This design comes from an exercise in tuning for small area, a short achievable clock period and few clock cycles per item on the open sky130 flow, not from production work. In this exercise RTL edits were held to simulation tests only and were not proved equivalent to the original. Power is estimated from default activity; no workload was simulated.

--- flow/run.sh ---
#!/bin/bash
# synth_recipe.tcl (not shown) runs the flow's synth.tcl, then flattens the netlist and writes it again
# the make line also repeats each setting of config.mk as NAME=value (left out here)
make -C /OpenROAD-flow-scripts/flow DESIGN_CONFIG=/design/flow/config.mk WORK_HOME=/design/flow/orfs CLKGATE_MAP_FILE= SYNTH_SCRIPT=/design/flow/synth_recipe.tcl finish
--- flow/config.mk ---
export PLATFORM = sky130hd
export DESIGN_NAME = mltp
export DESIGN_NICKNAME = mltp
export VERILOG_FILES = /design/flow/design.v
export SDC_FILE = /design/flow/constraint.sdc
export NUM_CORES = 4
export LEC_CHECK = 0
export CAP_MARGIN = 20
export CORE_MARGIN = 2
export CORE_UTILIZATION = 40
export SETUP_SLACK_MARGIN = 2.0
export SLEW_MARGIN = 20
export SYNTH_HIERARCHICAL = 1
export SYNTH_MINIMUM_KEEP_SIZE = 0
--- flow/constraint.sdc ---
create_clock -name core_clock -period 5.0 [get_ports {CLK}]
set_input_delay 1.0000 -clock core_clock [delete_from_list [all_inputs] [get_ports {CLK}]]
set_output_delay 1.0000 -clock core_clock [all_outputs]
set_load 0.01 [all_outputs]
--- flow/design.v ---
`timescale 1ns / 1ps
module mltp (
  input S, CLK, Clr,
  input [7:0] Binput, Qinput,
  output [7:0] A, Q,
  output reg R  
);
  wire pp0_0, pp0_1, pp0_2, pp0_3, pp0_4, pp0_5, pp0_6, pp0_7, pp1_0, pp1_1, pp1_2, pp1_3, pp1_4, pp1_5, pp1_6, pp1_7, pp2_0, pp2_1, pp2_2, pp2_3, pp2_4, pp2_5, pp2_6, pp2_7, pp3_0, pp3_1, pp3_2, pp3_3, pp3_4, pp3_5, pp3_6, pp3_7, pp4_0, pp4_1, pp4_2, pp4_3, pp4_4, pp4_5, pp4_6, pp4_7, pp5_0, pp5_1, pp5_2, pp5_3, pp5_4, pp5_5, pp5_6, pp5_7, pp6_0, pp6_1, pp6_2, pp6_3, pp6_4, pp6_5, pp6_6, pp6_7, pp7_0, pp7_1, pp7_2, pp7_3, pp7_4, pp7_5, pp7_6, pp7_7, s1, c2, s3, c4, s5, c6, s7, c8, s9, c10, s11, c12, s13, c14, s15, c16, s17, c18, s19, c20, s21, c22, s23, c24, s25, c26, s27, c28, s29, c30, s31, c32, s33, c34, s35, c36, s37, c38, s39, c40, s41, c42, s43, c44, s45, c46, s47, c48, s49, c50, s51, c52, s53, c54, s55, c56, s57, c58, s59, c60, s61, c62, s63, c64, s65, c66, s67, c68, s69, c70, s71, c72, s73, c74, s75, c76, s77, c78, s79, c80, s81, c82, s83, c84, s85, c86, s87, c88, s89, c90, s91, c92, s93, c94;
  assign pp0_0 = Binput[0] & Qinput[0];
  assign pp0_1 = Binput[0] & Qinput[1];
  assign pp0_2 = Binput[0] & Qinput[2];
  assign pp0_3 = Binput[0] & Qinput[3];
  assign pp0_4 = Binput[0] & Qinput[4];
  assign pp0_5 = Binput[0] & Qinput[5];
  assign pp0_6 = Binput[0] & Qinput[6];
  assign pp0_7 = Binput[0] & Qinput[7];
  assign pp1_0 = Binput[1] & Qinput[0];
  assign pp1_1 = Binput[1] & Qinput[1];
  assign pp1_2 = Binput[1] & Qinput[2];
  assign pp1_3 = Binput[1] & Qinput[3];
  assign pp1_4 = Binput[1] & Qinput[4];
  assign pp1_5 = Binput[1] & Qinput[5];
  assign pp1_6 = Binput[1] & Qinput[6];
  assign pp1_7 = Binput[1] & Qinput[7];
  assign pp2_0 = Binput[2] & Qinput[0];
  assign pp2_1 = Binput[2] & Qinput[1];
  assign pp2_2 = Binput[2] & Qinput[2];
  assign pp2_3 = Binput[2] & Qinput[3];
  assign pp2_4 = Binput[2] & Qinput[4];
  assign pp2_5 = Binput[2] & Qinput[5];
  assign pp2_6 = Binput[2] & Qinput[6];
  assign pp2_7 = Binput[2] & Qinput[7];
  assign pp3_0 = Binput[3] & Qinput[0];
  assign pp3_1 = Binput[3] & Qinput[1];
  assign pp3_2 = Binput[3] & Qinput[2];
  assign pp3_3 = Binput[3] & Qinput[3];
  assign pp3_4 = Binput[3] & Qinput[4];
  assign pp3_5 = Binput[3] & Qinput[5];
  assign pp3_6 = Binput[3] & Qinput[6];
  assign pp3_7 = Binput[3] & Qinput[7];
  assign pp4_0 = Binput[4] & Qinput[0];
  assign pp4_1 = Binput[4] & Qinput[1];
  assign pp4_2 = Binput[4] & Qinput[2];
  assign pp4_3 = Binput[4] & Qinput[3];
  assign pp4_4 = Binput[4] & Qinput[4];
  assign pp4_5 = Binput[4] & Qinput[5];
  assign pp4_6 = Binput[4] & Qinput[6];
  assign pp4_7 = Binput[4] & Qinput[7];
  assign pp5_0 = Binput[5] & Qinput[0];
  assign pp5_1 = Binput[5] & Qinput[1];
  assign pp5_2 = Binput[5] & Qinput[2];
  assign pp5_3 = Binput[5] & Qinput[3];
  assign pp5_4 = Binput[5] & Qinput[4];
  assign pp5_5 = Binput[5] & Qinput[5];
  assign pp5_6 = Binput[5] & Qinput[6];
  assign pp5_7 = Binput[5] & Qinput[7];
  assign pp6_0 = Binput[6] & Qinput[0];
  assign pp6_1 = Binput[6] & Qinput[1];
  assign pp6_2 = Binput[6] & Qinput[2];
  assign pp6_3 = Binput[6] & Qinput[3];
  assign pp6_4 = Binput[6] & Qinput[4];
  assign pp6_5 = Binput[6] & Qinput[5];
  assign pp6_6 = Binput[6] & Qinput[6];
  assign pp6_7 = Binput[6] & Qinput[7];
  assign pp7_0 = Binput[7] & Qinput[0];
  assign pp7_1 = Binput[7] & Qinput[1];
  assign pp7_2 = Binput[7] & Qinput[2];
  assign pp7_3 = Binput[7] & Qinput[3];
  assign pp7_4 = Binput[7] & Qinput[4];
  assign pp7_5 = Binput[7] & Qinput[5];
  assign pp7_6 = Binput[7] & Qinput[6];
  assign pp7_7 = Binput[7] & Qinput[7];
  mltp_ha u_s1 (.a(pp0_2), .b(pp1_1), .s(s1), .co(c2));
  mltp_fa u_s3 (.a(pp0_3), .b(pp1_2), .c(pp2_1), .s(s3), .co(c4));
  mltp_ha u_s5 (.a(pp3_0), .b(c2), .s(s5), .co(c6));
  mltp_fa u_s7 (.a(pp0_4), .b(pp1_3), .c(pp2_2), .s(s7), .co(c8));
  mltp_fa u_s9 (.a(pp3_1), .b(pp4_0), .c(c4), .s(s9), .co(c10));
  mltp_ha u_s11 (.a(s7), .b(c6), .s(s11), .co(c12));
  mltp_fa u_s13 (.a(pp0_5), .b(pp1_4), .c(pp2_3), .s(s13), .co(c14));
  mltp_fa u_s15 (.a(pp3_2), .b(pp4_1), .c(pp5_0), .s(s15), .co(c16));
  mltp_fa u_s17 (.a(c8), .b(s13), .c(s15), .s(s17), .co(c18));
  mltp_ha u_s19 (.a(c12), .b(c10), .s(s19), .co(c20));
  mltp_fa u_s21 (.a(pp0_6), .b(pp1_5), .c(pp2_4), .s(s21), .co(c22));
  mltp_fa u_s23 (.a(pp3_3), .b(pp4_2), .c(pp5_1), .s(s23), .co(c24));
  mltp_fa u_s25 (.a(pp6_0), .b(c14), .c(c16), .s(s25), .co(c26));
  mltp_fa u_s27 (.a(s21), .b(s23), .c(c18), .s(s27), .co(c28));
  mltp_fa u_s29 (.a(s25), .b(c20), .c(s27), .s(s29), .co(c30));
  mltp_fa u_s31 (.a(pp0_7), .b(pp1_6), .c(pp2_5), .s(s31), .co(c32));
  mltp_fa u_s33 (.a(pp3_4), .b(pp4_3), .c(pp5_2), .s(s33), .co(c34));
  mltp_fa u_s35 (.a(pp6_1), .b(pp7_0), .c(c22), .s(s35), .co(c36));
  mltp_fa u_s37 (.a(c24), .b(s31), .c(s33), .s(s37), .co(c38));
  mltp_fa u_s39 (.a(c26), .b(s35), .c(s37), .s(s39), .co(c40));
  mltp_ha u_s41 (.a(c28), .b(s39), .s(s41), .co(c42));
  mltp_fa u_s43 (.a(pp1_7), .b(pp2_6), .c(pp3_5), .s(s43), .co(c44));
  mltp_fa u_s45 (.a(pp4_4), .b(pp5_3), .c(pp6_2), .s(s45), .co(c46));
  mltp_fa u_s47 (.a(pp7_1), .b(c32), .c(c34), .s(s47), .co(c48));
  mltp_fa u_s49 (.a(s43), .b(s45), .c(c36), .s(s49), .co(c50));
  mltp_fa u_s51 (.a(c38), .b(s47), .c(s49), .s(s51), .co(c52));
  mltp_ha u_s53 (.a(c40), .b(c42), .s(s53), .co(c54));
  mltp_fa u_s55 (.a(pp2_7), .b(pp3_6), .c(pp4_5), .s(s55), .co(c56));
  mltp_fa u_s57 (.a(pp5_4), .b(pp6_3), .c(pp7_2), .s(s57), .co(c58));
  mltp_fa u_s59 (.a(c44), .b(c46), .c(s55), .s(s59), .co(c60));
  mltp_fa u_s61 (.a(s57), .b(c48), .c(s59), .s(s61), .co(c62));
  mltp_fa u_s63 (.a(c50), .b(s61), .c(c52), .s(s63), .co(c64));
  mltp_fa u_s65 (.a(pp3_7), .b(pp4_6), .c(pp5_5), .s(s65), .co(c66));
  mltp_fa u_s67 (.a(pp6_4), .b(pp7_3), .c(c56), .s(s67), .co(c68));
  mltp_fa u_s69 (.a(c58), .b(s65), .c(s67), .s(s69), .co(c70));
  mltp_fa u_s71 (.a(c60), .b(s69), .c(c62), .s(s71), .co(c72));
  mltp_fa u_s73 (.a(pp4_7), .b(pp5_6), .c(pp6_5), .s(s73), .co(c74));
  mltp_fa u_s75 (.a(pp7_4), .b(c66), .c(s73), .s(s75), .co(c76));
  mltp_fa u_s77 (.a(c68), .b(s75), .c(c70), .s(s77), .co(c78));
  mltp_fa u_s79 (.a(pp5_7), .b(pp6_6), .c(pp7_5), .s(s79), .co(c80));
  mltp_fa u_s81 (.a(c74), .b(s79), .c(c76), .s(s81), .co(c82));
  mltp_fa u_s83 (.a(pp6_7), .b(pp7_6), .c(c80), .s(s83), .co(c84));
  mltp_ha u_s85 (.a(pp0_1), .b(pp1_0), .s(s85), .co(c86));
  mltp_fa u_s87 (.a(pp2_0), .b(c86), .c(s1), .s(s87), .co(c88));
  mltp_fa u_s89 (.a(s3), .b(s5), .c(c88), .s(s89), .co(c90));
  mltp_fa u_s91 (.a(s11), .b(s9), .c(c90), .s(s91), .co(c92));
  mltp_fa u_s93 (.a(s17), .b(s19), .c(c92), .s(s93), .co(c94));
  reg r_lo0, r_lo1, r_lo2, r_lo3, r_lo4, r_lo5, r6_0, r6_1, r7_0, r7_1, r8_0, r8_1, r9_0, r9_1, r10_0, r10_1, r11_0, r11_1, r12_0, r12_1, r13_0, r13_1, r14_0, r14_1;
  always @(posedge CLK)
    if (S) begin
      r_lo0 <= pp0_0;
      r_lo1 <= s85;
      r_lo2 <= s87;
      r_lo3 <= s89;
      r_lo4 <= s91;
      r_lo5 <= s93;
      r6_0 <= s29;
      r6_1 <= c94;
      r7_0 <= s41;
      r7_1 <= c30;
      r8_0 <= s51;
      r8_1 <= s53;
      r9_0 <= c54;
      r9_1 <= s63;
      r10_0 <= s71;
      r10_1 <= c64;
      r11_0 <= s77;
      r11_1 <= c72;
      r12_0 <= s81;
      r12_1 <= c78;
      r13_0 <= s83;
      r13_1 <= c82;
      r14_0 <= pp7_7;
      r14_1 <= c84;
    end
  wire [9:0] hi = {1'b0, r14_0, r13_0, r12_0, r11_0, r10_0, r9_0, r8_0, r7_0, r6_0} + {1'b0, r14_1, r13_1, r12_1, r11_1, r10_1, r9_1, r8_1, r7_1, r6_1};
  assign {A, Q} = {hi, r_lo5, r_lo4, r_lo3, r_lo2, r_lo1, r_lo0};
  always @(posedge CLK or negedge Clr)
    if (~Clr) R <= 1'b0;
    else if (S) R <= 1'b1;
endmodule
module mltp_fa (input a, b, c, output s, co);
  assign s = a ^ b ^ c;
  assign co = (a & b) | (c & (a ^ b));
endmodule
module mltp_ha (input a, b, output s, co);
  assign s = a ^ b;
  assign co = a & b;
endmodule
==> out/metrics.sh <==
STATUS='complete, no violations'
GRT_PASS1_VIAS=1435
DIODES=0
CLOCK_ROOT_BUFFER_MASTER='clkbuf_8'
SYNTH-COMPOUND-AREA-SHARE_PCT=3.90
CP_SLOWEST_CELL='fa_1'
TIMING.FINAL.HOLD_VIOLATIONS=0
WORST-SETUP-PATH-TYPE='input pin to register'
FINALINSTANCEAREA_MM2=0.00314
DETAIL_ROUTE.FIRST_PASS.ITERATIONS=4
CP_COMMON_CELL='fa_2'
WORST_IR_DROP_VDD_V=0.000266
SETUP_REPAIR_AFTER_GLOBAL_ROUTING_MISSED_ITS_MARGIN='yes'
DETAIL_ROUTE.WIRELENGTH_UM=4190
DESIGN.PORTCOUNT=36
POWER.SEQUENTIAL.FRACTION_PCT=29.2
WORST_PATH_LARGEST_CELL_DELAY_NS=0.47
CRIT_FANOUT=3
MIN_PERIOD_OVER_PERIOD_PCT=65.3
AREA_GROWTH_PCT=28.6
SYNTHCELLS=185
FINALHOLDWORSTSLACK_NS=0.478
MAX_SLEW_MARGIN_PCT=29.1
FINALSETUPVIOLATIONS=0
CAP_VIOL_MAX_COUNT=0
SYNTH-ADDER-AREA-SHARE_PCT=41.8
YS_SEQ_AREA_SHARE_PCT=30.6
CRIT_REQUIRED_NS=5.01
INITIAL_STANDARD_CELL_UTILIZATION_OF_THE_CORE_PCT=41.2
DIEAREA_MM2=0.00674
MAXIMUM_NUMBER_OF_PINS_ON_ONE_NET_BEFORE_GLOBAL_ROUTE_REPAIR=26
YOSYS-MUX-AREA-FRACTION_PCT=0
CRITICAL_PATH.CELL_CHAIN='buf_12, and2_4, fa_2, fa_2, fa_1, fa_2, fa_2'
PORT_BUFFERS=35
YS_ASYNC_SR_FRACTION_PCT=4.00
P_SW_SHARE_PCT=35.4
POST_SYNTH_AND_OR_NAND_NOR_AREA_FRACTION_PCT=18.7
SLEW_VIOL_FINAL=0
DIE_W_UM=82.1
FINALNETCOUNT=302
NUMBER_OF_ENABLE_TYPE_REGISTER_CELLS_IN_THE_SYNTHESIZED_NETLIST=24
WORST-ENDPOINT-ARRIVAL_NS=3.28
FINAL_LAYOUT_SIZE_SUFFIX_GT1_SHARE_PCT=33.8
ENDPOINT_KIND='register'
COUNT_OF_DISTINCT_CELL_TYPES_IN_THE_SYNTHESIZED_NETLIST=26
CLOCK_INSERTION_DELAY_WORST_SKEW_NS=0.27
CLOCK_SKEW_NS=0
CLKSLEWWORSTSETUPHOLDPATHS_NS=0.08
GP_ROUTABILITY_CONGESTION=0.784
POWER.INTERNAL_W=0.000708
HOLD_PATH_CLASS='register to register'
SYNTHESIS.YOSYS.WARNINGS=7
TRANSITION_TIME_AT_THE_PIN_WITH_THE_LEAST_SLEW_MARGIN_NS=1.06
GLOBALROUTEOVERFLOWTOTAL=0
SHARE_COMB_OF_TOTAL_POWER_PCT=60.2
POST_DRT_WL_PER_CELL_UM=14.0
PEAK_FREQ_MHz=306
PLACE.DETAILED.INSTANCES=289
POSTSYNTHREGISTERBITS=25
XOR_XNOR_FRACTION_OF_SYNTH_AREA_PCT=2.51
SETUP_TOTAL_NEGATIVE_SLACK_NS=0
POST_DP_CELL_AREA_MM2=0.00291
POST_SYNTH.CELL_AREA_AVG_UM2=13.2
ANTENNA_VIOLATING_NETS_POST_ROUTE=0
DRT_FIRST_ITER_VIOLATIONS=57
GRT_PASS1_WL_UM=7000
GRT_UTIL_ALL_LAYERS_PCT=13.8
SYNTH_TOP_FAMILY_BY_AREA='adder cells'
CHIPHEIGHT_UM=82.1
CORE.ROWCOUNT=28
SYNTH_TOP_FLOP_CELL='edfxtp_1'
VIA_COUNT=1408
SYNTH.NET_COUNT=261
NETLIST_AREA_MM2=0.00244
LAYOUT.CORE_UTILIZATION_PCT=53.0
POWER_DENSITY_mW_PER_MM2=350
SWITCHING_POWER_W=0.000389
CLOCK_POWER_SHARE_PCT=10.6
DRT_DRC_VIOLATIONS_LEFT=0
MIN_PERIOD_NS=3.26
CTS-BUFFERS-INSERTED=3
TRITONCTS='built'
CORE_AREA_MM2=0.00592
WORST_SETUP_PATH_START_KIND='input pin'
LAYOUT_CELLS_EXCL_FILL=300
NUMBER_OF_ANTENNA_VIOLATIONS_AT_THE_FIRST_CHECK_IN_GLOBAL_ROUTING=0
DPL.HPWL_UM=3460
NUMCLOCKSINKS=25
CTS_BUFFER_DEPTH=2
DEEPEST_LEVEL_OF_THE_CTS_H_TREE=1
CELLLEAKAGEPOWER_nW=1.26
VIAS_PER_CELL=4.69
[worst max-delay path, delay by kind of cell]
kind | cells | cell delay, ns
and+or+nand+nor | 1 | 0.15
adders and majority gates | 5 | 2.03
buffers and inverters | 1 | 0.10
[metrics by stage]
| stage | setup WS (ns) | power [W] |
|---|---|---|
| after floorplan | 1.67 | 0.000701 |
| after global placement | 0.987 | 0.000940 |
| after detailed placement | 0.956 | 0.000948 |
| after CTS | 1.65 | 0.00110 |
| after global routing | 1.70 | 0.00120 |
| final | 1.74 | 0.00110 |
[power groups by stage]
stage | registers (W) | clock network (W) | logic [W]
6_report | 0.000321 | 0.000116 | 0.000660
5_1_grt | 0.000325 | 0.000128 | 0.000748
4_1_cts | 0.000321 | 0.000120 | 0.000657
3_5_place_dp | 0.000319 | 0 | 0.000629
3_3_place_gp | 0.000318 | 0 | 0.000622
2_1_floorplan | 0.000314 | 0 | 0.000387
[timing repair]
action | 4_1_cts | 5_1_grt
setup endpoints to repair | 24 | 18
hold buffers | 0 | 0
gates resized for setup | 109 | 24
setup buffers | 4 | 3
pin swaps | 15 | 18
gates cloned | 0 | 0
[cells in the final DEF, fill, tap and decap left out, types with 5 or more instances in the layout]
cell              n
ha_1              8
clkdlybuf4s50_1  11
buf_6             6
buf_2             7
ha_4              6
buf_4             6
fa_2             20
edfxtp_1         24
fa_1             21
dlygate4sd2_1     5
and2_4           14
and2_1           50
[final timing paths]
path	start	to	slack (ns)	depth (start not counted)
setup / recovery	Qinput[4]	r9_1	1.74	7
hold / removal	R	R	0.48	1
setup reg to reg	R	R	4.22	1
hold reg to reg	R	R	0.48	1
max in group asynchronous	Clr	R	4.04	1
min in group asynchronous	Clr	R	0.86	1
[cell families (layout without fill, tap and decap cells)]
kind of cell	count (synthesis)	in the layout
AO/OA/AOI/OAI	13	13
AND/OR/NAND/NOR	73	73
flip-flops	25	25
adder cells (fa/ha/maj)	57	57
buffers and inverters	10	50
XOR/XNOR	7	7
[layout make-up]
type	instances	area, um^2
clock buffer	4	45.0
fill	524	2780
inverter	4	15.0
multi-input combinational	150	1830
sequential	25	746
tap	75	93.8
timing repair buffer	42	405
[per-module statistics from Yosys, one instance, submodules excluded]
module	flops+latches	cell area [um^2]	cells	times used
mltp_ha	0	12.5	1	7
mltp	25	1550	138	1
mltp_fa	0	20.0	1	40
[cell usage after synthesis (2+ instances only)]
cell type	instances	area, um^2
xnor2_1	3	26.3
buf_4	6	45.0
a21o_1	2	15.0
fa_1	41	821
a21oi_1	3	15.0
edfxtp_1	24	721
inv_1	4	15.0
nand2_1	2	7.51
o21a_1	2	15.0
ha_1	16	200
and2_1	64	400
xor2_1	4	35.0
[per-layer routing]
layer	up-vias	GRT usage, %	share of wire, %
met3	5	0.652	2.2
met5	-	0	0
met2	28	20.0	43
met1	688	21.8	53
li1	687	-	-
met4	0	5.50	1.7
Testbench counts, summed over its fixed seeds: cycles 2,048, products 2,048.

-- port drivers added, routing unchanged --
No port has a modelled driver above. Below, the same layout with a new extraction and two added sets of constraints. Step 1: set_driving_cell puts a clkbuf_16 on CLK and a buf_2 on each other input, an assumption about the parent block. Step 2, shift: input delay + t, output delay - t, t = (earliest + latest rising clock arrival at the registers) / 2. This alone moves slack from input paths to output paths. a / b / c = no drivers / after step 1 / after step 2; a / b = the first two.
shift t [ns]: 0.286
setup WS [ns]: 1.736 / 1.712 / 1.425
worst setup path at the end: input to register
latest minus earliest clock arrival (ns): 0.004 / 0.005
After both steps setup and hold are still met in this run. The setup slack of this run moves by -0.024 ns with the drivers and by -0.311 ns with both steps.
